Source: an optimization exercise on an open RTL-to-GDS flow (aim: small area). Production flows keep margins and buffers that such runs may drop.
In this exercise RTL edits were held to simulation tests only and were not proved equivalent to the original.
The flow treats the clock pin as an ideal source. Dropping or thinning the clock tree relies on that and would not hold on a real chip.
Power figures rest on the tool's default switching activity, not on a simulated workload.

`flow/config.mk`:
```
export PLATFORM = sky130hd
export DESIGN_NAME = home_automation
export DESIGN_NICKNAME = home_automation
export VERILOG_FILES = /design/flow/design.v
export SDC_FILE = /design/flow/constraint.sdc
export NUM_CORES = 4
export LEC_CHECK = 0
export CAP_MARGIN = 20
export CORE_MARGIN = 2
export CORE_UTILIZATION = 40
export PLACE_DENSITY = 0.6
export SLEW_MARGIN = 20
```
`flow/constraint.sdc`:
```
create_clock -name core_clock -period 10.0 [get_ports {clk}]
set_input_delay 2.0000 -clock core_clock [delete_from_list [all_inputs] [get_ports {clk}]]
set_output_delay 2.0000 -clock core_clock [all_outputs]
set_load 0.01 [all_outputs]
```
`flow/standard.sh`:
```
#!/bin/bash
# synth_recipe.tcl (not shown) runs the flow's synth.tcl, then flattens the netlist and writes it again
# the make line also repeats each setting of config.mk as NAME=value (left out here)
make -C /OpenROAD-flow-scripts/flow DESIGN_CONFIG=/design/flow/config.mk WORK_HOME=/design/flow/orfs CLKGATE_MAP_FILE= SYNTH_SCRIPT=/design/flow/synth_recipe.tcl "${@:-finish}"
```
`flow/design.v`:
```
module uart_controller_rx (clk, reset, rx, data_ready, data_out);
    input clk, reset, rx;
    output data_ready;
    output [7:0] data_out;
    reg  [6:0] rc;
    reg        busy;
    reg  [8:0] rs;
    wire rtick = (rc == 7'b1000100);                       
    wire rfb   = rc[6] ^ rc[5] ^ rc[1] ^ rc[0] ^ ~|rc[5:0];
    wire ren   = busy | ~rx;
    wire rzero = ~|rs;
    wire rstop = rs[0];
    assign data_ready = rstop & rtick;
    assign data_out   = rs[8:1];
    always @(posedge clk, posedge reset) begin
        if (reset) begin
            rc   <= 7'd0;
            busy <= 1'b0;
        end else begin
            rc <= ren ? {rc[5:0], rfb} : 7'd0;
            if (~busy)
                busy <= ~rx;
            else if (data_ready)
                busy <= 1'b0;
        end
    end
    wire rsh = rtick & ~rstop;
    always @(posedge clk)
        rs <= rsh ? {rx | rzero, rs[8:1]} : (rs & {9{busy}});
endmodule
module uart_controller_tx (clk, reset, tx, level);
    input clk, reset;
    input [1:0] level;
    output tx;
    reg  [6:0] tc;
    reg  [3:0] q;
    wire tsend = |level;
    wire tidle = ~|q;
    wire ten   = ~tidle | tsend;
    wire ttick = (tc == 7'b1100000);                       
    wire tfb   = tc[6] ^ tc[5] ^ tc[1] ^ tc[0];
    always @(posedge clk)
        tc <= ten ? {tc[5:0], tfb} : 7'b0000001;
    always @(posedge clk, posedge reset) begin
        if (reset) begin
            q  <= 4'b0000;
        end else begin
            if (tidle & tsend) begin
                q <= {2'b10, level};
            end else if (ttick) begin
                if (~q[3])                 q <= {1'b0, q[1:0], q[2] ^ (q[0] | ~q[1])};
                else if (q[1:0] == 2'b00)  q <= 4'b0001;
                else if (~q[2])            q <= {2'b11, q[1:0]};
                else                       q <= {1'b1, q[1], 2'b00};
            end
        end
    end
    assign tx = q[3] ? (q[2] & (q[0] | ~q[1])) : (~q[1] & ~q[0]);
endmodule
module panel_controller (clk, reset, uart_rx_done, uart_rx_data,
    emergency_control_valid, ECO_mod_valid_r, ac_working_mode_r, person_count_r, security_control_valid_r);
    input clk, reset, uart_rx_done;
    input [7:0] uart_rx_data;
    output reg emergency_control_valid;
    output reg ECO_mod_valid_r;
    output reg [1:0] ac_working_mode_r;
    output reg [15:0] person_count_r;
    output reg security_control_valid_r;
    wire [16:0] pcy;
    wire [15:0] psum;
    wire       padd_en = uart_rx_done & (uart_rx_data[7:4] == 4'hc);
    wire [3:0] pn      = uart_rx_data[3:0] & {4{padd_en}};
    wire [15:0] padd   = {{12{pn[3]}}, pn};
    assign pcy[0] = 1'b0;
    genvar i;
    generate for (i = 0; i < 16; i = i + 1) begin : g_padd
        assign psum[i]  = person_count_r[i] ^ padd[i] ^ pcy[i];
        assign pcy[i+1] = (person_count_r[i] & padd[i]) | (pcy[i] & (person_count_r[i] ^ padd[i]));
    end endgenerate
    always @(posedge clk, posedge reset) begin
        if (reset)
            person_count_r <= 16'd0;
        else
            person_count_r <= psum;
    end
    always @(posedge clk, posedge reset) begin
        if (reset) begin
            emergency_control_valid  <= 1'b0;
            ECO_mod_valid_r          <= 1'b0;
            security_control_valid_r <= 1'b0;
            ac_working_mode_r        <= 2'b0;
        end else if (uart_rx_done) begin
            case (uart_rx_data[7:4])
                4'h1: emergency_control_valid  <= uart_rx_data[0];
                4'h0: ECO_mod_valid_r          <= uart_rx_data[0];
                4'h7: security_control_valid_r <= uart_rx_data[0];
                4'ha: ac_working_mode_r        <= uart_rx_data[1:0];
                default: ;
            endcase
        end
    end
endmodule
module ac_control_unit(btn, status, clk, reset);
    input wire clk;
    input wire reset;
    input wire btn;
    output reg status;
    reg btn_prev;
    always @(posedge clk, posedge reset) begin
        if (reset) begin
            status   <= 1'b0;
            btn_prev <= 1'b0;
        end else begin
            status   <= status ^ (btn & ~btn_prev);
            btn_prev <= btn;
        end
    end
endmodule
module ac_economy_mode (input eco_mode_valid_i, input [8-1:0] WINDOW_STATUS_i,
    input [4-1:0] DOOR_STATUS_i, output close_ac_o);
    assign close_ac_o = eco_mode_valid_i & ((|WINDOW_STATUS_i) | (|DOOR_STATUS_i));
endmodule
module ac_temp_controller (input [1:0] ac_working_mode_i, input [8-1:0] temparature_i,
    output heater_mode_active_o, output cooler_mode_active_o);
    assign cooler_mode_active_o = (temparature_i > 20) & ac_working_mode_i[0];
    assign heater_mode_active_o = (temparature_i < 7) & ac_working_mode_i[1];
endmodule
module blinds_controller (input [11:0] time_i, input [7:0] sunlight_level_i, output blinds_status_o);
    assign blinds_status_o = ((6'd8 < time_i[11:6]) & (time_i[11:6] < 6'd17)) | (sunlight_level_i > 8'd128);
endmodule
module emergency_control (emergency_control_valid_i, warning_o, alert_o,
    water_meter_status_i, home_tap_status_i, gas_meter_i, gas_detector_i, stove_status_i, ac_system_status_i);
    input emergency_control_valid_i;
    output warning_o, alert_o;
    input water_meter_status_i;
    input [7:0] home_tap_status_i;
    input gas_meter_i, gas_detector_i;
    input [1:0] stove_status_i;
    input ac_system_status_i;
    assign warning_o = emergency_control_valid_i & water_meter_status_i & ~(|home_tap_status_i);
    assign alert_o   = emergency_control_valid_i &
        ((gas_meter_i & ~((|stove_status_i) | ac_system_status_i)) | gas_detector_i);
endmodule
module fsm_lights(a, b, clk, rst, led_status);
    input wire a;
    input wire b;
    input wire clk;
    input wire rst;
    output reg [2:0] led_status;
    wire pa = a & ~b;
    wire pb = ~a & b;
    always @(posedge clk, posedge rst) begin
        if (rst)
            led_status <= 3'd0;
        else begin
            case (led_status)
                3'd0: led_status <= pa ? 3'd1 : (pb ? 3'd2 : 3'd0);
                3'd1: led_status <= pa ? 3'd2 : 3'd1;
                3'd2: led_status <= pa ? 3'd3 : (pb ? 3'd4 : 3'd2);
                3'd3: led_status <= pa ? 3'd4 : 3'd3;
                default: led_status <= pa ? 3'd0 : 3'd4;
            endcase
        end
    end
endmodule
module secuirty_hazard_controller (clk, reset, threat, security_level);
    input clk, reset, threat;
    output reg [1:0] security_level;
    reg [13:0] hc;
    reg  [7:0] hz;
    wire hlow  = |hc[12:0];
    wire hact  = hc[13] | hlow;                  
    wire hend  = hc[13] & ~hlow;                 
    wire hfb   = (hc[13] ^ hc[8] ^ hc[2] ^ hc[1]) & ~hend;
    wire hst   = threat & ~hact;                 
    wire [8:0] zcy;
    wire [7:0] zinc;
    assign zcy[0] = hact & threat;
    genvar i;
    generate for (i = 0; i < 8; i = i + 1) begin : g_zinc
        assign zinc[i]  = hz[i] ^ zcy[i];
        assign zcy[i+1] = hz[i] & zcy[i];
    end endgenerate
    always @(posedge clk, posedge reset) begin
        if (reset) begin
            hc             <= 14'd0;
            hz             <= 8'd0;
            security_level <= 2'd0;
        end else begin
            hc <= {hc[12:2], hc[1] | hst, hc[0], hfb};
            hz <= zinc;
            if (hend)
                security_level <= (hz < 8'd3) ? 2'd0 : (hz < 8'd7) ? 2'd1 : (hz < 8'd11) ? 2'd2 : 2'd3;
        end
    end
endmodule
module security_controller (input security_control_valid_i, input [15:0] person_count_i,
    output lock_doors_o, output lock_windows_o);
    wire on = security_control_valid_i & (person_count_i == 16'd0);
    assign lock_doors_o   = on;
    assign lock_windows_o = on;
endmodule
module home_automation
    (
        input clk, reset,
        input rx,
        output tx,
        output warning_o, alert_o,
        input AC_push_button,
        input threat,
        input [8-1:0] temparature_i,
        input [8-1:0] WINDOW_STATUS_i,
        input [4-1:0] DOOR_STATUS_i,
        input [11:0] time_i,
        input [7:0] sunlight_level_i,
        output blinds_status_o,
        input wire a,
        input wire b,
        output wire [2:0] led_status,
        input water_meter_status_i,
        input [7:0] home_tap_status_i,
        input gas_meter_i,
        input gas_detector_i,
        input [1:0] stove_status_i,
        output AC_heat_o, AC_cool_o,
        output lock_doors_o, lock_windows_o
    );
    wire uart_rx_done;
    wire [7:0] uart_rx_data;
    wire [1:0] security_level;
    uart_controller_rx UART_RX (clk, reset, rx, uart_rx_done, uart_rx_data);
    uart_controller_tx UART_TX (clk, reset, tx, security_level);
    wire ECO_mod_valid_r;
    wire emergency_control_valid;
    wire [1:0] ac_working_mode_r;
    wire [16-1:0] person_count_r;
    wire security_control_valid_r;
    panel_controller CONTROL_PANEL (clk, reset, uart_rx_done, uart_rx_data,
        emergency_control_valid, ECO_mod_valid_r, ac_working_mode_r, person_count_r, security_control_valid_r);
    wire AC_ECO_STATUS;
    ac_control_unit AC_UNIT_CONTROLlER (AC_push_button, AC_ECO_STATUS, clk, reset);
    fsm_lights LIGHTS (a, b, clk, reset, led_status);
    secuirty_hazard_controller SECURTY_CONTROL (clk, reset, threat, security_level);
    wire TEMPCONTROLLER_ac_heat_w, TEMPCONTROLLER_ac_cool_w, NOWASTE_ac_energy_w;
    wire [1:0] ac_mode_w = ac_working_mode_r & {2{AC_ECO_STATUS}};
    assign AC_heat_o = ~NOWASTE_ac_energy_w & TEMPCONTROLLER_ac_heat_w;
    assign AC_cool_o = ~NOWASTE_ac_energy_w & TEMPCONTROLLER_ac_cool_w;
    blinds_controller BLINDS_CONTROLLER (.time_i(time_i), .sunlight_level_i(sunlight_level_i),
        .blinds_status_o(blinds_status_o));
    emergency_control EMERGENCY (emergency_control_valid, warning_o, alert_o,
        water_meter_status_i, home_tap_status_i,
        gas_meter_i, gas_detector_i, stove_status_i, ac_mode_w[0]);
    ac_temp_controller AC_TEMP_CONTROLLER (.ac_working_mode_i(ac_mode_w), .temparature_i(temparature_i),
        .heater_mode_active_o(TEMPCONTROLLER_ac_heat_w), .cooler_mode_active_o(TEMPCONTROLLER_ac_cool_w));
    ac_economy_mode AC_ECO_CONTROLLER (.eco_mode_valid_i(ECO_mod_valid_r), .WINDOW_STATUS_i(WINDOW_STATUS_i),
        .DOOR_STATUS_i(DOOR_STATUS_i), .close_ac_o(NOWASTE_ac_energy_w));
    security_controller SECURTY_CONTOLLER (.security_control_valid_i(security_control_valid_r),
        .person_count_i(person_count_r), .lock_doors_o(lock_doors_o), .lock_windows_o(lock_windows_o));
endmodule
```
`flow/flow/area.abc`:
```
strash
balance
rewrite
refactor
balance
rewrite
rewrite -z
balance
refactor -z
rewrite -z
balance
strash
&get -n
&st
&dch -f
&nf -R 1000
&put
strash
&get -n
&st
&dch -f
&nf -R 1000
&put
strash
&get -n
&st
&dch -f
&nf -R 1000
&put
topo
dnsize
```
`flow/flow/run.sh`:
```
#!/bin/bash
# The standard layout (standard.sh) with these changes:
#  - synthesis is the standard synthesis script with only the ABC mapping
#    script replaced by an area-oriented one (flow/area.abc); registers are
#    mapped before ABC runs, so they are the standard synthesis's registers;
#  - after synthesis (POST_SYNTH hook) every combinational cell is given its
#    smallest drive strength; the standard repair steps resize where needed;
#  - input/output port buffers are sky130_fd_sc_hd__buf_1;
#  - the clock tree uses small clock buffers and no dummy loads; after
#    clock_tree_synthesis (POST_CTS hook, flow/clock_tree.tcl) its eight leaf
#    buffers are regrouped into four clusters around the registers' centroids.
# All ORFS logs stay under orfs/logs; make's own output goes to standard_flow.log.
set -euo pipefail
HERE=$(pwd)
# synthesis script: synth_recipe.tcl, sourcing a copy of ORFS synth.tcl whose
# abc call uses flow/area.abc as its script
sed 's#log_cmd abc {\*}$abc_args#set si [expr {[lsearch $abc_args -script] + 1}]\nset abc_args [lreplace $abc_args $si $si '"$HERE"'/flow/area.abc]\nlog_cmd abc {*}$abc_args#' \
  "$FLOW_HOME/scripts/synth.tcl" > "$HERE/synth_area.tcl"
grep -q 'flow/area.abc' "$HERE/synth_area.tcl"
sed 's#source $::env(SCRIPTS_DIR)/synth.tcl#source '"$HERE"'/synth_area.tcl#' synth_recipe.tcl > "$HERE/synth_recipe_area.tcl"
grep -q 'synth_area.tcl' "$HERE/synth_recipe_area.tcl"
CTS="-sink_clustering_enable -repair_clock_nets -buf_list {sky130_fd_sc_hd__clkbuf_4 sky130_fd_sc_hd__clkbuf_8} -root_buf sky130_fd_sc_hd__clkbuf_8 -dont_use_dummy_load"
bash standard.sh "CLK_NO_ROOT=1" \
  "SYNTH_SCRIPT=$HERE/synth_recipe_area.tcl" \
  "ABC_AREA=1" \
  "POST_SYNTH_TCL=$HERE/flow/downsize.tcl" \
  "BUFFER_PORTS_ARGS=-buffer_cell sky130_fd_sc_hd__buf_1" \
  "CTS_ARGS=$CTS" \
  "POST_CTS_TCL=$HERE/flow/clock_tree.tcl" \
  finish > standard_flow.log 2>&1
```
`flow/flow/downsize.tcl`:
```
# POST_SYNTH hook: give every combinational cell the smallest-area drive
# strength of its own type (same function and pins).  Registers keep the
# cell type synthesis gave them.  Later repair_design / repair_timing steps
# of the standard flow upsize or buffer again wherever slew, capacitance or
# timing need it.
set db [ord::get_db]
set block [ord::get_db_block]
set dont_use {}
if { [info exists ::env(DONT_USE_CELLS)] } { set dont_use $::env(DONT_USE_CELLS) }
array set best {}
foreach lib [$db getLibs] {
  foreach m [$lib getMasters] {
    set n [$m getName]
    if { [lsearch -exact $dont_use $n] >= 0 } { continue }
    if { ![regexp {^(sky130_fd_sc_hd__[a-z0-9]+)_([0-9]+)$} $n -> base drv] } { continue }
    set a [expr { [$m getWidth] * [$m getHeight] }]
    if { ![info exists best($base)] || $a < [lindex $best($base) 1] } {
      set best($base) [list $n $a]
    }
  }
}
set swapped 0
foreach inst [$block getInsts] {
  set m [$inst getMaster]
  set n [$m getName]
  if { ![regexp {^(sky130_fd_sc_hd__[a-z0-9]+)_([0-9]+)$} $n -> base drv] } { continue }
  if { [regexp {__(df|dl|sdf|edf|sedf|conb|clk)} $n] } { continue }
  if { ![info exists best($base)] } { continue }
  set target [lindex $best($base) 0]
  if { $target ne $n && [lindex $best($base) 1] < [expr { [$m getWidth] * [$m getHeight] }] } {
    replace_cell [$inst getName] $target
    incr swapped
  }
}
puts "downsize: swapped $swapped instances to their smallest drive strength"
```
`flow/flow/clock_tree.tcl`:
```
# Merge leaf clock buffers: keep `keep` leaves (those driven by the root),
# move the sinks of each other leaf to the nearest kept one, and give kept
# leaves the master `leaf_master`.
proc merge_clock_leaves { keep leaf_master root_master } {
  set block [ord::get_db_block]
  set db [ord::get_db]
  set clk_net [$block findNet clk]
  set roots {}
  foreach it [$clk_net getITerms] { if { [$it isInputSignal] } { lappend roots [$it getInst] } }
  if { [llength $roots] != 1 } { puts "merge: clock port drives [llength $roots] cells, left as is"; return }
  set root [lindex $roots 0]
  set rout [[$root findITerm X] getNet]
  set leaves {}
  foreach it [$rout getITerms] {
    set inst [$it getInst]
    if { $inst == $root } { continue }
    if { [string match *clkbuf* [[$inst getMaster] getName]] } { lappend leaves $inst }
  }
  # choose kept leaves greedily: farthest-point sampling
  set kept [list [lindex $leaves 0]]
  while { [llength $kept] < $keep && [llength $kept] < [llength $leaves] } {
    set bestd -1; set besti {}
    foreach l $leaves {
      if { [lsearch $kept $l] >= 0 } { continue }
      set lx [lindex [$l getLocation] 0]; set ly [lindex [$l getLocation] 1]
      set md 1e18
      foreach k $kept {
        set d [expr { abs($lx - [lindex [$k getLocation] 0]) + abs($ly - [lindex [$k getLocation] 1]) }]
        if { $d < $md } { set md $d }
      }
      if { $md > $bestd } { set bestd $md; set besti $l }
    }
    lappend kept $besti
  }
  set removed 0
  foreach l $leaves {
    if { [lsearch $kept $l] >= 0 } { continue }
    set lnet [[$l findITerm X] getNet]
    set sinks {}
    foreach sit [$lnet getITerms] { if { [$sit getInst] != $l } { lappend sinks $sit } }
    foreach sit $sinks {
      set bb [[$sit getInst] getLocation]
      set md 1e18; set tgt {}
      foreach k $kept {
        set d [expr { abs([lindex $bb 0] - [lindex [$k getLocation] 0]) + abs([lindex $bb 1] - [lindex [$k getLocation] 1]) }]
        if { $d < $md } { set md $d; set tgt $k }
      }
      $sit disconnect
      $sit connect [[$tgt findITerm X] getNet]
    }
    [$l findITerm A] disconnect
    [$l findITerm X] disconnect
    odb::dbInst_destroy $l
    odb::dbNet_destroy $lnet
    incr removed
  }
  foreach k $kept { $k swapMaster [$db findMaster $leaf_master] }
  $root swapMaster [$db findMaster $root_master]
  puts "merge: removed $removed leaves, kept [llength $kept] ($leaf_master), root $root_master"
}

# Re-cluster the clock sinks: keep `keep` leaf buffers, assign every sink to
# its nearest kept leaf and move each leaf to its cluster's centroid (a few
# Lloyd iterations), with leaf master `leaf_master` and root `root_master`.
proc recluster_clock { keep leaf_master root_master iters } {
  merge_clock_leaves $keep $leaf_master $root_master
  set block [ord::get_db_block]
  set clk_net [$block findNet clk]
  foreach it [$clk_net getITerms] { if { [$it isInputSignal] } { set root [$it getInst] } }
  set rout [[$root findITerm X] getNet]
  set leaves {}
  foreach it [$rout getITerms] {
    set inst [$it getInst]
    if { $inst != $root } { lappend leaves $inst }
  }
  set sinks {}
  foreach l $leaves {
    foreach sit [[[$l findITerm X] getNet] getITerms] { if { [$sit getInst] != $l } { lappend sinks $sit } }
  }
  for { set n 0 } { $n < $iters } { incr n } {
    # centroids
    foreach l $leaves { set sx($l) 0.0; set sy($l) 0.0; set cnt($l) 0 }
    foreach sit $sinks {
      set l [[[$sit getNet] getFirstOutput] getInst]
      set loc [[$sit getInst] getLocation]
      set sx($l) [expr { $sx($l) + [lindex $loc 0] }]
      set sy($l) [expr { $sy($l) + [lindex $loc 1] }]
      incr cnt($l)
    }
    foreach l $leaves {
      if { $cnt($l) > 0 } {
        $l setLocation [expr { int($sx($l) / $cnt($l)) }] [expr { int($sy($l) / $cnt($l)) }]
      }
    }
    # reassign, nearest leaf first but at most `cap` sinks per leaf, so that
    # the leaves carry equal loads
    set cap [expr { int(ceil(double([llength $sinks]) / [llength $leaves])) }]
    set pairs {}
    set si 0
    foreach sit $sinks {
      set loc [[$sit getInst] getLocation]
      set li 0
      foreach l $leaves {
        set d [expr { abs([lindex $loc 0] - [lindex [$l getLocation] 0]) + abs([lindex $loc 1] - [lindex [$l getLocation] 1]) }]
        lappend pairs [list $d $si $li]
        incr li
      }
      incr si
    }
    set pairs [lsort -real -index 0 $pairs]
    array unset done; array unset load
    for { set li 0 } { $li < [llength $leaves] } { incr li } { set load($li) 0 }
    foreach p $pairs {
      lassign $p d si li
      if { [info exists done($si)] || $load($li) >= $cap } { continue }
      set done($si) 1
      incr load($li)
      set sit [lindex $sinks $si]
      set tnet [[[lindex $leaves $li] findITerm X] getNet]
      if { [$sit getNet] != $tnet } { $sit disconnect; $sit connect $tnet }
    }
  }
  # final leaf positions: centroids of their clusters
  foreach l $leaves { set sx($l) 0.0; set sy($l) 0.0; set cnt($l) 0 }
  foreach sit $sinks {
    set l [[[$sit getNet] getFirstOutput] getInst]
    set loc [[$sit getInst] getLocation]
    set sx($l) [expr { $sx($l) + [lindex $loc 0] }]
    set sy($l) [expr { $sy($l) + [lindex $loc 1] }]
    incr cnt($l)
  }
  foreach l $leaves {
    if { $cnt($l) > 0 } { $l setLocation [expr { int($sx($l) / $cnt($l)) }] [expr { int($sy($l) / $cnt($l)) }] }
  }
  # root at the centroid of the leaves
  set x 0.0; set y 0.0
  foreach l $leaves { set x [expr { $x + [lindex [$l getLocation] 0] }]; set y [expr { $y + [lindex [$l getLocation] 1] }] }
  $root setLocation [expr { int($x / [llength $leaves]) }] [expr { int($y / [llength $leaves]) }]
  foreach l $leaves { puts "recluster: leaf [$l getName] drives [expr {[llength [[[$l findITerm X] getNet] getITerms]] - 1}] sinks" }
}

# POST_CTS hook: the H-tree from clock_tree_synthesis has one root and eight
# leaf buffers; regroup the registers into CLK_LEAVES clusters around their
# centroids, each driven by one leaf buffer, then legalize the placement.
set nleaves 4
if { [info exists ::env(CLK_LEAVES)] } { set nleaves $::env(CLK_LEAVES) }
set leafm sky130_fd_sc_hd__clkbuf_8
if { [info exists ::env(CLK_LEAF_CELL)] } { set leafm $::env(CLK_LEAF_CELL) }
set rootm sky130_fd_sc_hd__clkbuf_4
if { [info exists ::env(CLK_ROOT_CELL)] } { set rootm $::env(CLK_ROOT_CELL) }
recluster_clock $nleaves $leafm $rootm 10
if { [info exists ::env(CLK_NO_ROOT)] && $nleaves <= 4 } {
  set block [ord::get_db_block]
  set clk_net [$block findNet clk]
  foreach it [$clk_net getITerms] { if { [$it isInputSignal] } { set root [$it getInst] } }
  set rnet [[$root findITerm X] getNet]
  set lits {}
  foreach it [$rnet getITerms] { if { [$it getInst] != $root } { lappend lits $it } }
  foreach it $lits { $it disconnect; $it connect $clk_net }
  [$root findITerm A] disconnect
  [$root findITerm X] disconnect
  odb::dbInst_destroy $root
  odb::dbNet_destroy $rnet
  puts "clock_tree: root buffer removed; clock port drives [llength $lits] leaf buffers"
}
detailed_placement
estimate_parasitics -placement
report_clock_skew
```
==> reports/metrics.yaml, run 1 <==
run_status: "timing/DRC/antenna clean"
clk_latency_ps: 170
powerDensity_nw_per_um2: 177
setup-tns-final_ps: 0
setup_viol: 0
maxSlewHeadroom_pct: 49.7
leakage_nw: 1.63
core-area_sq_um: 7810
synth_flop_cell: "dfrtp_1"
final_common_cell: "buf_1"
rr_startpoint: "UART_RX.rc[5]$_DFF_PP0_"
dpl-instance-area_sq_um: 3640
holdPathStages: 0
cp_common_cell: "fa_1"
syn-num-nets: 348
hold_path.class: "flop to flop"
ys_seq_area_share_pct: 57.3
grt_max_degree: 63
grt_use_met3_pct: 3.35
crit_chain: "nor4_1, and4b_1, nand2_1, nor4_1, and2_0, ha_1, clkinv_1, fa_1, clkinv_1, fa_1, fa_1, fa_1, fa_1, fa_1, fa_1, fa_1, fa_1, fa_1, fa_1, fa_1, fa_1, fa_1, xnor2_1, xnor2_1"
grt_overflow: 0
port_buffers: 64
rrSetupSlack_ps: 2900
holdWs_ps: 377
holdPathEnd: "SECURTY_CONTROL.hc[11]$_DFF_PP0_"
crit_family: "adder cells"
die_w_um: 94.4
synth_edf_count: 0
yosysUniqueCellTypes: 37
grtUsageTotal_pct: 12.2
grtUsageMet1_pct: 17.1
grt_antenna_before_repair: 0
avgRoutedWirePerCell_um: 12.3
r2r_cells: 24
r2r_end: "CONTROL_PANEL.person_count_r[15]$_DFF_PP0_"
fin_crit_sh_pct: 71.0
cts_sinks: 78
dr.pass1.iters: 5
ir_drop_mv: 0.0660
crit_required_ps: 10100
layout-drive-gt1-share_pct: 2.10
cap_violations: 0
slowest_delay_ps: 410
nets: 419
initial_utilization_pct: 41.8
ys_warn_count: 6
grt_pass1_vias: 1945
worst_path_max_delay_cell: "dfrtp_1"
vias: 2141
min_period_ps: 7100
path_buf_inv: 2
die_area_sq_um: 8900
use_met2_pct: 19.4
finalHoldViolations: 0
drt_iter0_drc: 54
die_h_um: 94.4
path_clk_slew_ps: 110
drtAntennaViolNets: 0
synth_area_per_cell_sq_um: 12.3
syn_inst: 265
n_antenna_cell: 0
fin_area_sq_um: 3700
fmax_mhz: 141
skew_ps: 6.88
path_max_fanout: 4
tightestPinTransition_ps: 755
synth.ff_latch_count: 78
async_flop_share_pct: 79.5
top_usage_layer: "met2"
rsz0062_at_grt: "false"
io-pin-count: 71
arrival_ps: 7200
cp-start-kind: "flop"
place_hpwl_mm: 3.99
finalMaxSlewViolations: 0
ys_area_sq_um: 3270
rows: 32
critPathKind: "flop to flop"
grt_pass1_wl_mm: 8.61
routed_wl_mm: 5.38
syn_to_final_growth_pct: 13.3
via_per_inst: 4.91
hp-start: "SECURTY_CONTROL.hc[10]$_DFF_PP0_"
crit_path_end_kind: "flop"
path_depth: 24
gp_congestion: 0.706
drc: 0
mappedNetlistArea_sq_um: 3270
mostFrequentLayoutCells: "64 x buf_1, 62 x dfrtp_1, 18 x nor2_1, 17 x nand2_1, 16 x dfxtp_1"
[cell type report]
cell class,instances,area [sq um]
repair buffers,66,255
fillers,741,4110
flip-flops and latches,78,1870
multi-input cells,177,1360
well taps,102,128
clock buffers,4,55.1
inverters,9,33.8
[registers in the layout (all words and copies together) (netlist names), 2 cells and up]
signal	flops
UART_RX.rc	7
SECURTY_CONTROL.security_level	2
UART_TX.q	4
SECURTY_CONTROL.hc	14
CONTROL_PANEL.ac_working_mode_r	2
UART_RX.rs	9
SECURTY_CONTROL.hz	8
UART_TX.tc	7
LIGHTS.led_status	3
CONTROL_PANEL.person_count_r	16
[through the flow]
step / utilization, % / power, mW / setup slack [ps] / std cells
floorplan: - / 0.513 / 3280 / 265
global placement: 46.7 / 0.548 / 3030 / 432
detailed placement: 46.7 / 0.551 / 2950 / 432
global route: 47.4 / 0.703 / 2570 / 436
finish: 47.4 / 0.653 / 2900 / 436
[Yosys cell counts, types with 2 or more instances]
cell type	n	area, sq um
a21o_1	2	15.0
a21oi_1	8	40.0
a22o_1	9	78.8
a31oi_1	3	18.8
and2_0	15	93.8
clkinv_1	9	33.8
dfrtp_1	62	1550
dfxtp_1	16	320
fa_1	14	280
ha_1	9	113
mux2_1	7	78.8
nand2_1	17	63.8
nand2b_1	2	12.5
nand3_1	6	30.0
nand4_1	3	18.8
nor2_1	18	67.6
nor2b_1	4	25.0
nor3_1	6	30.0
nor4_1	15	93.8
o21a_1	4	30.0
o21ai_0	9	45.0
xnor2_1	6	52.6
xor2_1	7	61.3
[worst max path at each step]
stage               slack, ps                                    endpoint                     from
floorplan                3280  CONTROL_PANEL.person_count_r[15]$_DFF_PP0_  UART_RX.rc[5]$_DFF_PP0_
global placement         3030  CONTROL_PANEL.person_count_r[15]$_DFF_PP0_  UART_RX.rc[0]$_DFF_PP0_
detailed placement       2950  CONTROL_PANEL.person_count_r[15]$_DFF_PP0_  UART_RX.rc[5]$_DFF_PP0_
global route             2570  CONTROL_PANEL.person_count_r[15]$_DFF_PP0_  UART_RX.rc[5]$_DFF_PP0_
finish                   2900  CONTROL_PANEL.person_count_r[15]$_DFF_PP0_  UART_RX.rc[5]$_DFF_PP0_
[kinds of logic (layout without fill, tap and decap cells)]
group / count (synthesis) / in the layout / share of synthesized area, %
and+or+nand+nor: 92 / 92 / 14.8
xor gates and xnor gates: 13 / 13 / 3.48
buffers and inverters: 10 / 79 / 1.26
muxes: 8 / 8 / 2.72
DFF: 78 / 78 / 57.3
adders and majority gates: 23 / 23 / 12.0
AOI/OAI and AO/OA: 41 / 41 / 8.46
[layer usage]
layer / share of wire, % / wire length [um]
met1: 49 / 2650
met4: 0.78 / 42
met5: 0 / 0
met2: 46 / 2480
met3: 3.8 / 205
[where the power goes]
part | internal [mW] | switching (mW)
logic | 0.0572 | 0.0522
registers | 0.383 | 0.0504
clock network | 0.0374 | 0.0732
==> inputs of run 2 (changes only) <==
--- a/flow/design.v
+++ b/flow/design.v
@@ -9,3 +9,2 @@
     wire rfb   = rc[6] ^ rc[5] ^ rc[1] ^ rc[0] ^ ~|rc[5:0];
-    wire ren   = busy | ~rx;
     wire rzero = ~|rs;
@@ -14,17 +13,21 @@
     assign data_out   = rs[8:1];
-    always @(posedge clk, posedge reset) begin
-        if (reset) begin
-            rc   <= 7'd0;
+    always @(posedge clk)
+        rc <= busy ? {rc[5:0], rfb} : (rstop ? 7'b0010011 : 7'b0000001);    
+    always @(posedge clk, posedge reset) begin
+        if (reset)
             busy <= 1'b0;
-        end else begin
-            rc <= ren ? {rc[5:0], rfb} : 7'd0;
-            if (~busy)
-                busy <= ~rx;
-            else if (data_ready)
-                busy <= 1'b0;
-        end
-    end
-    wire rsh = rtick & ~rstop;
+        else if (~busy)
+            busy <= ~rx;
+        else if (data_ready)
+            busy <= 1'b0;
+    end
+    wire rsh = rtick & ~rstop & busy;
     always @(posedge clk)
-        rs <= rsh ? {rx | rzero, rs[8:1]} : (rs & {9{busy}});
+        rs[8:1] <= rsh ? {rx | rzero, rs[8:2]} : (rs[8:1] & {8{busy}});
+    always @(posedge clk, posedge reset) begin
+        if (reset)
+            rs[0] <= 1'b0;
+        else
+            rs[0] <= rsh ? rs[1] : (rs[0] & busy);
+    end
 endmodule
==> reports/metrics.yaml, run 2 <==
run_status: "timing/DRC/antenna clean"
cp_common_cell: "fa_1"
finalHoldViolations: 0
crit_chain: "nor2b_1, and3_1, nand3_1, nor4b_1, and2_0, ha_1, clkinv_1, fa_1, clkinv_1, fa_1, fa_1, fa_1, fa_1, fa_1, fa_1, fa_1, fa_1, fa_1, fa_1, fa_1, fa_1, fa_1, xnor2_1, xnor2_1"
worst_path_max_delay_cell: "fa_1"
min_period_ps: 6950
die_area_sq_um: 8870
rows: 32
post-synth-top-area-cell: "dfrtp_1"
yosysUniqueCellTypes: 38
ys_seq_area_share_pct: 56.6
grt_overflow: 0
hold_path.class: "flop to flop"
top_regs: "CONTROL_PANEL.person_count_r (16), SECURTY_CONTROL.hc (14), UART_RX.rs (9)"
layout-drive-gt1-share_pct: 2.06
crit_path_end_kind: "flop"
ys_area_sq_um: 3260
crit_required_ps: 10110
post-place-ws_ps: 3070
vias: 2120
die_h_um: 94.2
cp-start-kind: "flop"
synth_edf_count: 0
gp_congestion: 0.700
synth.ff_latch_count: 78
cap_violations: 0
routed_wl_mm: 5.24
syn_inst: 270
largest_reg_flops: 16
path_max_fanout: 4
rsz0062_at_grt: "false"
syn-num-nets: 353
slowest_delay_ps: 400
grt_max_degree: 57
n_antenna_cell: 0
via_per_inst: 4.81
drc: 0
synthTopCellsByArea: "dfrtp_1 43%, dfxtp_1 14%, fa_1 8.6%"
grt_pass1_wl_mm: 8.81
path_clk_slew_ps: 120
finalMaxSlewViolations: 0
initial_utilization_pct: 41.7
io-pin-count: 71
core-area_sq_um: 7810
yosys-top-cells-count: "56 x dfrtp_1, 22 x dfxtp_1, 22 x nand2_1"
nets: 424
leakage_nw: 1.65
dr.pass1.iters: 6
skew_ps: 14.3
ir_drop_mv: 0.0948
drtAntennaViolNets: 0
powerDensity_nw_per_um2: 159
async_flop_share_pct: 71.8
nFillCells: 749
drt_iter0_drc: 45
tightestPinTransition_ps: 695
timing.final.ws_setup_ps: 3050
maxSlewHeadroom_pct: 53.6
cts_sinks: 78
mostFrequentLayoutCells: "64 x buf_1, 56 x dfrtp_1, 22 x dfxtp_1, 22 x nand2_1, 19 x nor2_1"
avgRoutedWirePerCell_um: 11.9
arrival_ps: 7060
port_buffers: 64
fin_crit_sh_pct: 69.5
grt_pass1_vias: 1975
clk_latency_ps: 170
die_w_um: 94.2
setup_viol: 0
grtUsageTotal_pct: 12.5
grt_antenna_before_repair: 0
synth_top_area_share_pct: 43.0
synth_flop_cell: "dfrtp_1"
largest_register: "CONTROL_PANEL.person_count_r"
post-synth-top-count-cell: "dfrtp_1"
ys_warn_count: 6
fmax_mhz: 144
syn_to_final_growth_pct: 13.3
synth_area_per_cell_sq_um: 12.0
place_hpwl_mm: 3.92
mappedNetlistArea_sq_um: 3250
setup-tns-final_ps: 0
critPathKind: "flop to flop"
final_common_cell: "buf_1"
-- run 2: kinds of logic after synthesis --
group / Yosys count / synth area share [%]
buffers and inverters: 9 / 1.15
flip-flops: 78 / 56.5
multiplexers: 9 / 3.07
XOR/XNOR: 13 / 3.50
AO/OA/AOI/OAI: 40 / 8.18
adder cells (fa/ha/maj): 23 / 12.1
AND/OR/NAND/NOR: 98 / 15.5
-- run 2: final timing paths --
kind	from	to	slack (ps)	depth (start not counted)
worst max-delay path	UART_RX.rc[2]$_SDFF_PN0_	CONTROL_PANEL.person_count_r[15]$_DFF_PP0_	3050	24
min in group asynchronous	reset	SECURTY_CONTROL.hc[2]$_DFF_PP0_	1980	3
worst max register to register	UART_RX.rc[2]$_SDFF_PN0_	CONTROL_PANEL.person_count_r[15]$_DFF_PP0_	3050	24
max in group asynchronous	reset	SECURTY_CONTROL.hc[8]$_DFF_PP0_	7550	3
worst min register to register	SECURTY_CONTROL.hc[0]$_DFF_PP0_	SECURTY_CONTROL.hc[1]$_DFF_PP0_	380	0
worst min-delay path	SECURTY_CONTROL.hc[0]$_DFF_PP0_	SECURTY_CONTROL.hc[1]$_DFF_PP0_	380	0
-- run 2: per-layer routing --
| layer | wire length (um) | track usage [%] | part of all wire [%] | vias to the layer above |
|---|---|---|---|---|
| li1 | - | - | - | 1087 |
| met5 | 0 | 0 | 0 | - |
| met1 | 2570 | 17.5 | 49 | 1010 |
| met2 | 2470 | 19.4 | 47 | 17 |
| met3 | 152 | 3.45 | 2.9 | 6 |
| met4 | 51 | 2.90 | 0.97 | 0 |
-- run 2: cell type report --
type,count,area [sq um],share of cell area [%]
repair buffers,66,255,6.92
multi-input cells,183,1380,37.4
inverters,8,30.0,0.814
flip-flops and latches,78,1840,49.9
clock buffers,4,55.1,1.49
well taps,102,128,3.46
-- run 2: worst max-delay path, delay by kind of cell (launching register included) --
kind / cells / cell delay, ps
xor+xnor: 2 / 330
flops: 1 / 330
fa+ha+maj: 15 / 5390
simple gates: 5 / 700
buf+inv: 2 / 120
-- run 2: power by group --
group,internal [mW],total [mW],switching [mW]
logic,0.0375,0.0747,0.0372
clock network,0.0375,0.113,0.0760
registers,0.365,0.399,0.0347
total,0.439,0.587,0.148
-- run 2: per-stage QoR --
stage	instances	total power, mW	hold slack, ps	instance area (sq um)	utilization, %
3_5_place_dp	437	0.485	360	3630	46.5
5_1_grt	441	0.627	395	3690	47.2
6_report	441	0.587	385	3690	47.2
3_3_place_gp	437	0.479	360	3630	46.5
2_1_floorplan	270	0.452	354	3250	-
==> inputs of run 3 (changes only) <==
--- a/flow/design.v
+++ b/flow/design.v
@@ -7,4 +7,4 @@
     reg  [8:0] rs;
-    wire rtick = (rc == 7'b1000100);                       
-    wire rfb   = rc[6] ^ rc[5] ^ rc[1] ^ rc[0] ^ ~|rc[5:0];
+    wire rtick = (rc == 7'b1001000);                       
+    wire rfb   = rc[0] ^ rc[6] ^ (rc[1] & ~rc[4]);
     wire rzero = ~|rs;
@@ -14,3 +14,3 @@
     always @(posedge clk)
-        rc <= busy ? {rc[5:0], rfb} : (rstop ? 7'b0010011 : 7'b0000001);    
+        rc <= busy ? {rc[5:0], rfb} : (rstop ? 7'b0100011 : 7'b0100001);    
     always @(posedge clk, posedge reset) begin
--- a/flow/flow/clock_tree.tcl
+++ b/flow/flow/clock_tree.tcl
@@ -167,2 +167,49 @@
 estimate_parasitics -placement
+
+set slew_target 0.100
+if { [info exists ::env(CLK_SLEW_TARGET)] } { set slew_target $::env(CLK_SLEW_TARGET) }
+proc clock_leaves {} {
+  set block [ord::get_db_block]
+  set leaves {}
+  foreach inst [$block getInsts] {
+    set m [[$inst getMaster] getName]
+    if { ![string match *clkbuf* $m] } { continue }
+    set onet [[$inst findITerm X] getNet]
+    set drives_regs 0
+    foreach it [$onet getITerms] {
+      if { [string match *df* [[[$it getInst] getMaster] getName]] } { set drives_regs 1; break }
+    }
+    if { $drives_regs } { lappend leaves $inst }
+  }
+  return $leaves
+}
+foreach pass {1 2 3 4} {
+  set changed 0
+  foreach l [clock_leaves] {
+    set mx 0
+    foreach it [[[$l findITerm X] getNet] getITerms] {
+      set i [$it getInst]
+      if { $i == $l } { continue }
+      set p [get_pins "[$i getName]/[[$it getMTerm] getName]"]
+      set s [get_property $p slew_max]
+      if { $s > $mx } { set mx $s }
+    }
+    set m [[$l getMaster] getName]
+    puts [format "clock_tree: leaf %s (%s) worst clock-pin slew %.1f ps" [$l getName] $m [expr {$mx * 1000}]]
+    if { $mx > $slew_target } {
+      set up ""
+      if { $m eq "sky130_fd_sc_hd__clkbuf_4" } { set up sky130_fd_sc_hd__clkbuf_8 }
+      if { $m eq "sky130_fd_sc_hd__clkbuf_8" } { set up sky130_fd_sc_hd__clkbuf_16 }
+      if { $up ne "" } {
+        replace_cell [$l getName] $up
+        puts "clock_tree: leaf [$l getName] upsized to $up"
+        set changed 1
+      }
+    }
+  }
+  if { !$changed } { break }
+  estimate_parasitics -placement
+}
+detailed_placement
+estimate_parasitics -placement
 report_clock_skew
==> reports/metrics.yaml, run 3 <==
synth_area_per_cell_sq_um: 12.2
leakage_nw: 1.65
finalMaxSlewViolations: 0
synth_top_area_share_pct: 43.4
final_common_cell: "buf_1"
fmax_mhz: 146
path_max_fanout: 4
place_hpwl_mm: 3.84
dr.pass1.iters: 4
async_flop_share_pct: 71.8
grt_antenna_before_repair: 0
cts_sinks: 78
via_per_inst: 4.91
die_w_um: 93.8
hold_path.class: "flop to flop"
ir_drop_mv: 0.0753
die_h_um: 93.8
mostFrequentLayoutCells: "64 x buf_1, 56 x dfrtp_1, 22 x dfxtp_1, 19 x nor2_1, 18 x nand2_1"
arrival_ps: 6930
setup_viol: 0
yosysUniqueCellTypes: 35
largest_register: "CONTROL_PANEL.person_count_r"
initial_utilization_pct: 41.6
yosys-top-cells-count: "56 x dfrtp_1, 22 x dfxtp_1, 19 x nor2_1"
grt_pass1_wl_mm: 8.85
setup-tns-final_ps: 0
post-synth-top-area-cell: "dfrtp_1"
final_core_util_pct: 47.7
layout-drive-gt1-share_pct: 2.10
powerDensity_nw_per_um2: 168
port_buffers: 64
n_antenna_cell: 0
synth_flop_cell: "dfrtp_1"
cap_violations: 0
drt_iter0_drc: 56
drc: 0
grt_pass1_vias: 1983
maxSlewHeadroom_pct: 54.2
syn_to_final_growth_pct: 14.8
syn_inst: 264
grtUsageTotal_pct: 12.5
clk_latency_ps: 150
min_period_ps: 6860
die_area_sq_um: 8810
rsz0062_at_grt: "false"
synth.ff_latch_count: 78
crit_required_ps: 10070
top_regs: "CONTROL_PANEL.person_count_r (16), SECURTY_CONTROL.hc (14), UART_RX.rs (9)"
grt_max_degree: 57
largest_reg_flops: 16
io-pin-count: 71
vias: 2134
post-synth-top-count-cell: "dfrtp_1"
rows: 32
finalHoldViolations: 0
path_clk_slew_ps: 90
fin_crit_sh_pct: 68.6
nets: 418
nFillCells: 719
gp_congestion: 0.740
skew_ps: 12.6
syn-num-nets: 347
cp-start-kind: "flop"
crit_path_end_kind: "flop"
routed_wl_mm: 5.23
avgRoutedWirePerCell_um: 12.0
critPathKind: "flop to flop"
drtAntennaViolNets: 0
ys_seq_area_share_pct: 57.0
tightestPinTransition_ps: 686
run_status: "timing/DRC/antenna clean"
synth_edf_count: 0
grt_overflow: 0
ys_warn_count: 6
mappedNetlistArea_sq_um: 3230
ys_area_sq_um: 3230
core-area_sq_um: 7770
synthTopCellsByArea: "dfrtp_1 43%, dfxtp_1 14%, fa_1 8.7%"
run 3: kinds of logic after synthesis:
family | share of synthesized area [%]
simple gates | 15.3
compound gates | 8.13
flops | 57.0
buf+inv | 1.05
mux | 3.45
xor+xnor | 2.98
fa+ha+maj | 12.2
run 3: final cells by class:
cell class                 count  area, sq um  share of cell area, %
inverter                       7         26.3                  0.709
sequential                    78         1840                   49.7
timing repair buffer          66          255                   6.88
clock buffer                   4          100                   2.70
tap                          102          128                   3.44
multi-input combinational    178         1360                   36.6
run 3: per-layer routing:
layer | routed length (um) | part of all wire (%) | GRT usage [%]
met5 | 0 | 0 | 0
met4 | 37 | 0.71 | 2.90
met3 | 157 | 3.0 | 3.13
met2 | 2490 | 48 | 19.9
met1 | 2540 | 49 | 17.3
run 3: path summary, 6_finish.rpt:
| check | start | end | slack (ps) | cells past startpoint |
|---|---|---|---|---|
| max | UART_RX.rc[1]$_DFF_P_ | CONTROL_PANEL.person_count_r[15]$_DFF_PP0_ | 3140 | 25 |
| min | SECURTY_CONTROL.hc[0]$_DFF_PP0_ | SECURTY_CONTROL.hc[1]$_DFF_PP0_ | 370 | 0 |
| max reg2reg | UART_RX.rc[1]$_DFF_P_ | CONTROL_PANEL.person_count_r[15]$_DFF_PP0_ | 3140 | 25 |
| min reg2reg | SECURTY_CONTROL.hc[0]$_DFF_PP0_ | SECURTY_CONTROL.hc[1]$_DFF_PP0_ | 370 | 0 |
| max in group asynchronous | reset | CONTROL_PANEL.security_control_valid_r$_DFFE_PP0P_ | 7520 | 3 |
| min in group asynchronous | reset | UART_TX.q[3]$_DFFE_PP0P_ | 2010 | 3 |
run 3: worst max-delay path, stage by stage (launching register included):
cell,delay (ps)
dfxtp_1,340
nor2_1,50
nand3_1,70
nor4_1,70
nand2_1,150
nor2_1,90
and2_0,160
ha_1,170
clkinv_1,50
fa_1,150
clkinv_1,70
fa_1,380
fa_1,400
fa_1,390
fa_1,390
fa_1,390
fa_1,390
fa_1,390
fa_1,390
fa_1,390
fa_1,390
fa_1,390
fa_1,390
fa_1,390
xnor2_1,200
xnor2_1,140
run 3: power by group:
group          internal (mW)  switching, mW  total [mW]  leakage, nW
sequential             0.365         0.0347       0.399        0.903
combinational         0.0375         0.0363      0.0738        0.693
clock                 0.0725         0.0764       0.149       0.0493
total                  0.475          0.147       0.622         1.65
run 3: stage by stage:
stage	hold slack (ps)	area, sq um	setup WS, ps	total power, mW	std cells
finish	373	3710	3140	0.622	435
global route	389	3710	2750	0.658	435
detailed placement	363	3610	3170	0.483	431
global placement	359	3610	3170	0.479	431
floorplan	354	3230	3400	0.452	264
==> inputs of run 4 (changes only) <==
--- a/flow/flow/run.sh
+++ b/flow/flow/run.sh
@@ -22,3 +22,3 @@
 CTS="-sink_clustering_enable -repair_clock_nets -buf_list {sky130_fd_sc_hd__clkbuf_4 sky130_fd_sc_hd__clkbuf_8} -root_buf sky130_fd_sc_hd__clkbuf_8 -dont_use_dummy_load"
-bash standard.sh "CLK_NO_ROOT=1" \
+bash standard.sh "CLK_LEAVES=5" "CLK_SLEW_TARGET=0.105" \
   "SYNTH_SCRIPT=$HERE/synth_recipe_area.tcl" \
==> reports/metrics.yaml, run 4 <==
crit_family: "adder cells"
timing.final.ws_setup_ps: 3130
drt_iter0_drc: 49
async_flop_share_pct: 71.8
powerDensity_nw_per_um2: 171
die_w_um: 93.8
n_antenna_cell: 0
p_clk_share_pct: 25.5
p_sw_share_pct: 26.2
crit_required_ps: 10320
path_buf_inv: 2
arrival_ps: 7190
synthTopCellsByArea: "dfrtp_1 43%, dfxtp_1 14%, fa_1 8.7%"
ys_seq_area_share_pct: 57.0
synth_top_area_share_pct: 43.4
mostFrequentLayoutCells: "64 x buf_1, 56 x dfrtp_1, 22 x dfxtp_1, 19 x nor2_1, 18 x nand2_1"
grt_max_degree: 57
ys_warn_count: 6
comb_power_share_pct: 11.6
p_switching_mw: 0.166
cp_common_cell: "fa_1"
skew_ps: 18.5
synth_area_per_cell_sq_um: 12.2
post-synth-top-count-cell: "dfrtp_1"
avgRoutedWirePerCell_um: 12.1
mappedNetlistArea_sq_um: 3230
grt_pass1_wl_mm: 8.93
drc: 0
largest_register: "CONTROL_PANEL.person_count_r"
critPathKind: "flop to flop"
hold_path.class: "flop to flop"
path_max_fanout: 4
core-area_sq_um: 7770
fmax_mhz: 146
layout.cells.non_filler: 437
gp_congestion: 0.740
nets: 420
dp_cells: 431
setup-tns-final_ps: 0
fin_area_sq_um: 3710
nFillCells: 724
finalHoldViolations: 0
maxSlewHeadroom_pct: 54.6
io-pin-count: 71
grt_overflow: 0
post-synth-top-area-cell: "dfrtp_1"
die_h_um: 93.8
rows: 32
via_per_inst: 4.89
port_buffers: 64
syn-num-nets: 347
ys_area_sq_um: 3230
rsz0062_at_grt: "false"
die_area_sq_um: 8810
syn_to_final_growth_pct: 14.8
finalMaxSlewViolations: 0
cp-start-kind: "flop"
yosysUniqueCellTypes: 35
synth.ff_latch_count: 78
fin_crit_sh_pct: 68.7
power_frac_seq_pct: 62.9
grt_pass1_vias: 1993
layout-drive-gt1-share_pct: 2.69
place_hpwl_mm: 3.84
syn_inst: 264
p_int_mw: 0.469
cap_violations: 0
final_common_cell: "buf_1"
grtUsageTotal_pct: 12.9
post-place-ws_ps: 3170
crit_path_end_kind: "flop"
grt_antenna_before_repair: 0
top_regs: "CONTROL_PANEL.person_count_r (16), SECURTY_CONTROL.hc (14), UART_RX.rs (9)"
initial_utilization_pct: 41.6
dpl-instance-area_sq_um: 3610
setup_viol: 0
ir_drop_mv: 0.0913
dr.pass1.iters: 4
path_clk_slew_ps: 90
vias: 2136
largest_reg_flops: 16
min_period_ps: 6870
synth_edf_count: 0
slowest_delay_ps: 400
yosys-top-cells-count: "56 x dfrtp_1, 22 x dfxtp_1, 19 x nor2_1"
worst_path_max_delay_cell: "fa_1"
routed_wl_mm: 5.29
synth_flop_cell: "dfrtp_1"
drtAntennaViolNets: 0
leakage_nw: 1.65
clk_latency_ps: 410
run_status: "timing/DRC/antenna clean"
cts_sinks: 78
tightestPinTransition_ps: 681
power.total_mw: 0.635
## run 4: cell counts after synthesis
No cell type changed its count.
## run 4: cell families (layout without fill, tap and decap cells)
| kind of cell | Yosys count | in the layout | synth area share [%] |
|---|---|---|---|
| multiplexers | 10 | 10 | 3.45 |
| XOR/XNOR | 11 | 11 | 2.98 |
| AND/OR/NAND/NOR | 95 | 95 | 15.3 |
| AO/OA/AOI/OAI | 39 | 39 | 8.13 |
| flip-flops | 78 | 78 | 57.0 |
| buffers and inverters | 8 | 79 | 1.05 |
| adder cells (fa/ha/maj) | 23 | 23 | 12.2 |
## run 4: stage by stage
step | utilization, % | hold WS (ps)
2_1_floorplan | - | 354
3_3_place_gp | 46.4 | 359
3_5_place_dp | 46.4 | 363
5_1_grt | 47.7 | 374
6_report | 47.7 | 362
## run 4: cell type report
class	instances	area [sq um]	area share, %
Clock buffer	6	98.8	2.67
Sequential cell	78	1840	49.7
Inverter	7	26.3	0.709
Multi-Input combinational cell	178	1360	36.6
Timing Repair Buffer	66	255	6.89
Tap cell	102	128	3.44
## run 4: path summary, 6_finish.rpt
path / from / to / slack [ps] / cells past startpoint
max: UART_RX.rc[1]$_DFF_P_ / CONTROL_PANEL.person_count_r[15]$_DFF_PP0_ / 3130 / 25
min: SECURTY_CONTROL.hc[5]$_DFF_PP0_ / SECURTY_CONTROL.hc[6]$_DFF_PP0_ / 360 / 0
max reg2reg: UART_RX.rc[1]$_DFF_P_ / CONTROL_PANEL.person_count_r[15]$_DFF_PP0_ / 3130 / 25
min reg2reg: SECURTY_CONTROL.hc[5]$_DFF_PP0_ / SECURTY_CONTROL.hc[6]$_DFF_PP0_ / 360 / 0
max in group asynchronous: reset / CONTROL_PANEL.security_control_valid_r$_DFFE_PP0P_ / 7780 / 3
min in group asynchronous: reset / LIGHTS.led_status[1]$_DFF_PP0_ / 1740 / 3
## run 4: power by group through the flow
| stage | Sequential, mW | Clock, mW | Combinational (mW) |
|---|---|---|---|
| 3_5_place_dp | 0.407 | 0 | 0.0764 |
| 5_1_grt | 0.407 | 0.180 | 0.0864 |
| 3_3_place_gp | 0.405 | 0 | 0.0744 |
| 2_1_floorplan | 0.401 | 0 | 0.0505 |
| 6_report | 0.399 | 0.162 | 0.0738 |
## run 4: routing by layer
layer	global-route usage [%]	share of wire, %
met5	0	0
met1	17.2	47
met2	20.4	48
met3	4.09	3.7
met4	3.62	1.0
==> inputs of run 5 (changes only) <==
--- a/flow/flow/run.sh
+++ b/flow/flow/run.sh
@@ -22,3 +22,3 @@
 CTS="-sink_clustering_enable -repair_clock_nets -buf_list {sky130_fd_sc_hd__clkbuf_4 sky130_fd_sc_hd__clkbuf_8} -root_buf sky130_fd_sc_hd__clkbuf_8 -dont_use_dummy_load"
-bash standard.sh "CLK_LEAVES=5" "CLK_SLEW_TARGET=0.105" \
+bash standard.sh "CLK_NO_ROOT=1" "CLK_SLEW_TARGET=0.112" \
   "SYNTH_SCRIPT=$HERE/synth_recipe_area.tcl" \
--- a/flow/flow/clock_tree.tcl
+++ b/flow/flow/clock_tree.tcl
@@ -97,2 +97,3 @@
     set cap [expr { int(ceil(double([llength $sinks]) / [llength $leaves])) }]
+    if { [info exists ::env(CLK_CAP_SLACK)] } { incr cap $::env(CLK_CAP_SLACK) }
     set pairs {}
==> reports/metrics.yaml, run 5 <==
die_w_um: 93.8
grt_pass1_wl_mm: 8.82
io-pin-count: 71
post-place-ws_ps: 3170
timing.final.ws_setup_ps: 3180
synth_edf_count: 0
crit_required_ps: 10100
dpl-instance-area_sq_um: 3610
post-synth-top-area-cell: "dfrtp_1"
ys_warn_count: 6
final_core_util_pct: 47.6
drtAntennaViolNets: 0
port_buffers: 64
die_h_um: 93.8
layout-drive-gt1-share_pct: 2.10
die_area_sq_um: 8810
post-synth-top-count-cell: "dfrtp_1"
n_antenna_cell: 0
path_max_fanout: 4
maxSlewHeadroom_pct: 54.2
layout.cells.non_filler: 435
cts_sinks: 78
min_period_ps: 6820
cap_violations: 0
slowest_delay_ps: 400
place_hpwl_mm: 3.84
skew_ps: 24.0
fin_crit_sh_pct: 68.2
initial_utilization_pct: 41.6
powerDensity_nw_per_um2: 166
grt_antenna_before_repair: 0
core-area_sq_um: 7770
finalHoldViolations: 0
finalMaxSlewViolations: 0
ir_drop_mv: 0.0752
rsz0062_at_grt: "false"
largest_register: "CONTROL_PANEL.person_count_r"
grt_overflow: 0
gp_congestion: 0.740
ys_seq_area_share_pct: 57.0
crit_path_end_kind: "flop"
fin_area_sq_um: 3700
leakage_nw: 1.64
nFillCells: 721
fmax_mhz: 147
worst_path_max_delay_cell: "fa_1"
synth_area_per_cell_sq_um: 12.2
mappedNetlistArea_sq_um: 3230
drc: 0
critPathKind: "flop to flop"
holdWs_ps: 373
hold_path.class: "flop to flop"
p_int_mw: 0.466
top_regs: "CONTROL_PANEL.person_count_r (16), SECURTY_CONTROL.hc (14), UART_RX.rs (9)"
power.total_mw: 0.614
arrival_ps: 6920
routed_wl_mm: 5.22
syn-num-nets: 347
setup_viol: 0
avgRoutedWirePerCell_um: 12.0
synth.ff_latch_count: 78
setup-tns-final_ps: 0
clk_latency_ps: 160
ys_area_sq_um: 3230
p_switching_mw: 0.148
via_per_inst: 4.89
run_status: "timing/DRC/antenna clean"
synth_flop_cell: "dfrtp_1"
synthTopCellsByArea: "dfrtp_1 43%, dfxtp_1 14%, fa_1 8.7%"
dr.pass1.iters: 4
crit_family: "adder cells"
path_buf_inv: 2
final_common_cell: "buf_1"
dp_cells: 431
yosysUniqueCellTypes: 35
cp_common_cell: "fa_1"
syn_inst: 264
syn_to_final_growth_pct: 14.5
vias: 2125
yosys-top-cells-count: "56 x dfrtp_1, 22 x dfxtp_1, 19 x nor2_1"
grt_pass1_vias: 1980
tightestPinTransition_ps: 687
mostFrequentLayoutCells: "64 x buf_1, 56 x dfrtp_1, 22 x dfxtp_1, 19 x nor2_1, 18 x nand2_1"
grt_max_degree: 57
grtUsageTotal_pct: 12.4
cp-start-kind: "flop"
largest_reg_flops: 16
comb_power_share_pct: 12.0
path_clk_slew_ps: 110
async_flop_share_pct: 71.8
nets: 418
rows: 32
drt_iter0_drc: 51
power_frac_seq_pct: 65.1
p_clk_share_pct: 22.9
synth_top_area_share_pct: 43.4
p_sw_share_pct: 24.1
run 5: path summary, 6_finish.rpt:
path / startpoint / cells after the start / end / slack (ps)
max in group asynchronous: reset / 3 / CONTROL_PANEL.person_count_r[13]$_DFF_PP0_ / 7520
min in group asynchronous: reset / 3 / CONTROL_PANEL.emergency_control_valid$_DFFE_PP0P_ / 1990
setup / recovery: UART_RX.rc[1]$_DFF_P_ / 25 / CONTROL_PANEL.person_count_r[15]$_DFF_PP0_ / 3180
setup reg to reg: UART_RX.rc[1]$_DFF_P_ / 25 / CONTROL_PANEL.person_count_r[15]$_DFF_PP0_ / 3180
hold reg to reg: SECURTY_CONTROL.hc[0]$_DFF_PP0_ / 0 / SECURTY_CONTROL.hc[1]$_DFF_PP0_ / 370
hold / removal: SECURTY_CONTROL.hc[0]$_DFF_PP0_ / 0 / SECURTY_CONTROL.hc[1]$_DFF_PP0_ / 370
run 5: routing by layer:
metal	GRT usage, %	vias to the layer above	wire, um	share of wire (%)
met1	17.5	1019	2550	49
li1	-	1074	-	-
met5	0	-	0	0
met2	19.6	25	2460	47
met3	1.93	7	136	2.6
met4	3.99	0	75	1.4
run 5: kinds of logic after synthesis:
group                      Yosys count  share of synthesized area (%)
and+or+nand+nor                     95                           15.3
adders and majority gates           23                           12.2
buffers and inverters                8                           1.05
AOI/OAI and AO/OA                   39                           8.13
DFF                                 78                           57.0
muxes                               10                           3.45
xor gates and xnor gates            11                           2.98
run 5: area by class of cell:
| type | count | area [sq um] | area share, % |
|---|---|---|---|
| Sequential cell | 78 | 1840 | 49.8 |
| Multi-Input combinational cell | 178 | 1360 | 36.7 |
| Timing Repair Buffer | 66 | 255 | 6.91 |
| Tap cell | 102 | 128 | 3.45 |
| Clock buffer | 4 | 88.8 | 2.40 |
| Inverter | 7 | 26.3 | 0.711 |
run 5: power by group through the flow:
stage | sequential (mW) | clock [mW] | combinational, mW
after floorplan | 0.401 | 0 | 0.0505
after global placement | 0.405 | 0 | 0.0744
after detailed placement | 0.407 | 0 | 0.0764
after global routing | 0.407 | 0.156 | 0.0864
final | 0.399 | 0.141 | 0.0738
==> inputs of run 6 (changes only) <==
--- a/flow/flow/run.sh
+++ b/flow/flow/run.sh
@@ -22,3 +22,3 @@
 CTS="-sink_clustering_enable -repair_clock_nets -buf_list {sky130_fd_sc_hd__clkbuf_4 sky130_fd_sc_hd__clkbuf_8} -root_buf sky130_fd_sc_hd__clkbuf_8 -dont_use_dummy_load"
-bash standard.sh "CLK_NO_ROOT=1" "CLK_SLEW_TARGET=0.112" \
+bash standard.sh "CLK_NO_ROOT=1" "CLK_SLEW_TARGET=0.112" "CLK_CAP_SLACK=2" \
   "SYNTH_SCRIPT=$HERE/synth_recipe_area.tcl" \
==> reports/metrics.yaml, run 6 <==
die_area_sq_um: 8810
synth_flop_cell: "dfrtp_1"
layout-drive-gt1-share_pct: 2.10
dr.pass1.iters: 4
crit_path_end_kind: "flop"
crit_family: "adder cells"
largest_register: "CONTROL_PANEL.person_count_r"
min_period_ps: 6870
clk_latency_ps: 150
synth-compound-area-share_pct: 8.13
post-synth-top-count-cell: "dfrtp_1"
io-pin-count: 71
synth.ff_latch_count: 78
crit_required_ps: 10070
yosys-top-cells-count: "56 x dfrtp_1, 22 x dfxtp_1, 19 x nor2_1"
ys_area_sq_um: 3230
synthAdderAreaFrac_pct: 12.2
rows: 32
avgRoutedWirePerCell_um: 12.0
rsz0062_at_grt: "false"
cap_violations: 0
slowest_delay_ps: 400
powerDensity_nw_per_um2: 166
p_switching_mw: 0.147
timing.final.ws_setup_ps: 3130
synth_top_area_share_pct: 43.4
dpl-instance-area_sq_um: 3610
fin_crit_sh_pct: 68.7
path_max_fanout: 4
met1_length_mm: 2.50
synth_edf_count: 0
top_regs: "CONTROL_PANEL.person_count_r (16), SECURTY_CONTROL.hc (14), UART_RX.rs (9)"
worst_path_max_delay_cell: "fa_1"
maxSlewHeadroom_pct: 54.1
grtUsageTotal_pct: 12.3
synth_area_per_cell_sq_um: 12.2
path_clk_slew_ps: 90
setup-tns-final_ps: 0
cp-start-kind: "flop"
drc: 0
post-synth-top-area-cell: "dfrtp_1"
tightestPinTransition_ps: 688
drt_iter0_drc: 53
p_clk_share_pct: 22.8
power_frac_seq_pct: 65.1
ir_drop_mv: 0.108
die_w_um: 93.8
port_buffers: 64
yosys.area_share.simple_pct: 15.3
syn_inst: 264
grt_pass1_wl_mm: 8.78
die_h_um: 93.8
via_per_inst: 4.92
setup_viol: 0
nets: 418
cp_common_cell: "fa_1"
final_common_cell: "buf_1"
p_sw_share_pct: 24.0
comb_power_share_pct: 12.0
cts_sinks: 78
critPathKind: "flop to flop"
p_int_mw: 0.466
synth_xor_area_share_pct: 2.98
mappedNetlistArea_sq_um: 3230
grt_overflow: 0
ys_warn_count: 6
leakage_nw: 1.64
vias: 2141
fmax_mhz: 146
arrival_ps: 6940
mostFrequentLayoutCells: "64 x buf_1, 56 x dfrtp_1, 22 x dfxtp_1, 19 x nor2_1, 18 x nand2_1"
routed.top_layer: "met4"
async_flop_share_pct: 71.8
finalMaxSlewViolations: 0
routed_wl_mm: 5.22
grt_antenna_before_repair: 0
post-place-ws_ps: 3170
path_buf_inv: 2
synth_top_family_by_area: "simple AND/OR/NAND/NOR gates"
skew_ps: 10.9
synthMuxAreaShare_pct: 3.45
wl_met3_um: 140
largest_reg_flops: 16
grt_pass1_vias: 1982
hold_path.class: "flop to flop"
wl_met2_mm: 2.51
fin_area_sq_um: 3700
yosysUniqueCellTypes: 35
finalHoldViolations: 0
gp_congestion: 0.740
ys_seq_area_share_pct: 57.0
core-area_sq_um: 7770
syn_to_final_growth_pct: 14.5
synthTopCellsByArea: "dfrtp_1 43%, dfxtp_1 14%, fa_1 8.7%"
syn-num-nets: 347
drtAntennaViolNets: 0
grt_max_degree: 57
run_status: "timing/DRC/antenna clean"
place_hpwl_mm: 3.84
n_antenna_cell: 0
initial_utilization_pct: 41.6
run 6: logic make-up after synthesis:
kind of cell               after synthesis
AOI/OAI and AO/OA                       39
xor gates and xnor gates                11
adders and majority gates               23
buffers and inverters                    8
DFF                                     78
muxes                                   10
and+or+nand+nor                         95
run 6: path summary, 6_finish.rpt:
kind	startpoint	to	slack [ps]	cells past startpoint
max in group asynchronous	reset	CONTROL_PANEL.person_count_r[15]$_DFF_PP0_	7520	3
min in group asynchronous	reset	UART_RX.busy$_DFF_PP0_	2010	3
worst max register to register	UART_RX.rc[1]$_DFF_P_	CONTROL_PANEL.person_count_r[15]$_DFF_PP0_	3130	25
worst min-delay path	SECURTY_CONTROL.hc[7]$_DFF_PP0_	SECURTY_CONTROL.hc[8]$_DFF_PP0_	370	0
worst max-delay path	UART_RX.rc[1]$_DFF_P_	CONTROL_PANEL.person_count_r[15]$_DFF_PP0_	3130	25
worst min register to register	SECURTY_CONTROL.hc[7]$_DFF_PP0_	SECURTY_CONTROL.hc[8]$_DFF_PP0_	370	0
run 6: power by group through the flow:
stage,clock [mW],combinational (mW),sequential [mW]
2_1_floorplan,0,0.0505,0.401
3_3_place_gp,0,0.0744,0.405
3_5_place_dp,0,0.0764,0.407
5_1_grt,0.156,0.0865,0.407
6_report,0.140,0.0738,0.399
run 6: layout make-up:
cell class,count,area [sq um]
Fill cell,727,4070
Sequential cell,78,1840
Multi-Input combinational cell,178,1360
Timing Repair Buffer,66,255
Tap cell,102,128
Clock buffer,4,88.8
Inverter,7,26.3
run 6: metrics by stage:
stage	utilization [%]	power, mW	instances	hold slack [ps]
final	47.6	0.613	435	369
after global routing	47.6	0.650	435	383
after global placement	46.4	0.479	431	359
after detailed placement	46.4	0.483	431	363
after floorplan	-	0.452	264	354
run 6: metal layers:
layer	track usage [%]	vias to the layer above
met5	0	-
met4	3.62	0
met3	2.17	5
met2	19.8	23
met1	17.1	1035
li1	-	1078

## port drivers added, routing unchanged
The results above use ideal ports. As a check the final layouts listed here were re-extracted and re-timed, cells and wires unchanged.
Step 1 sets driving cells, clkbuf_16 on the clock port and buf_2 on the other inputs (assumed; they add their load-dependent delay and slew).
Step 2, shift: input delay + t, output delay - t, t = (earliest + latest rising clock arrival at the registers) / 2. This alone moves slack from input paths to output paths.
a / b / c = no drivers / after step 1 / after step 2; a / b = the first two.
| run | t, ns | setup WS [ns] | pins driven straight from the clock port |
|---|---|---|---|
| run 1 | 0.220 | 2.902 / 2.902 / 2.902 | 4 |
| run 2 | 0.224 | 3.049 / 3.049 / 3.049 | 4 |
| run 3 | 0.216 | 3.139 / 3.139 / 3.139 | 4 |
| run 4 | 0.424 | 3.128 / 3.128 / 3.128 | 1 |
| run 5 | 0.217 | 3.175 / 3.175 / 3.175 | 4 |
| run 6 | 0.213 | 3.128 / 3.128 / 3.128 | 4 |
After both steps setup and hold are still met in every run listed.
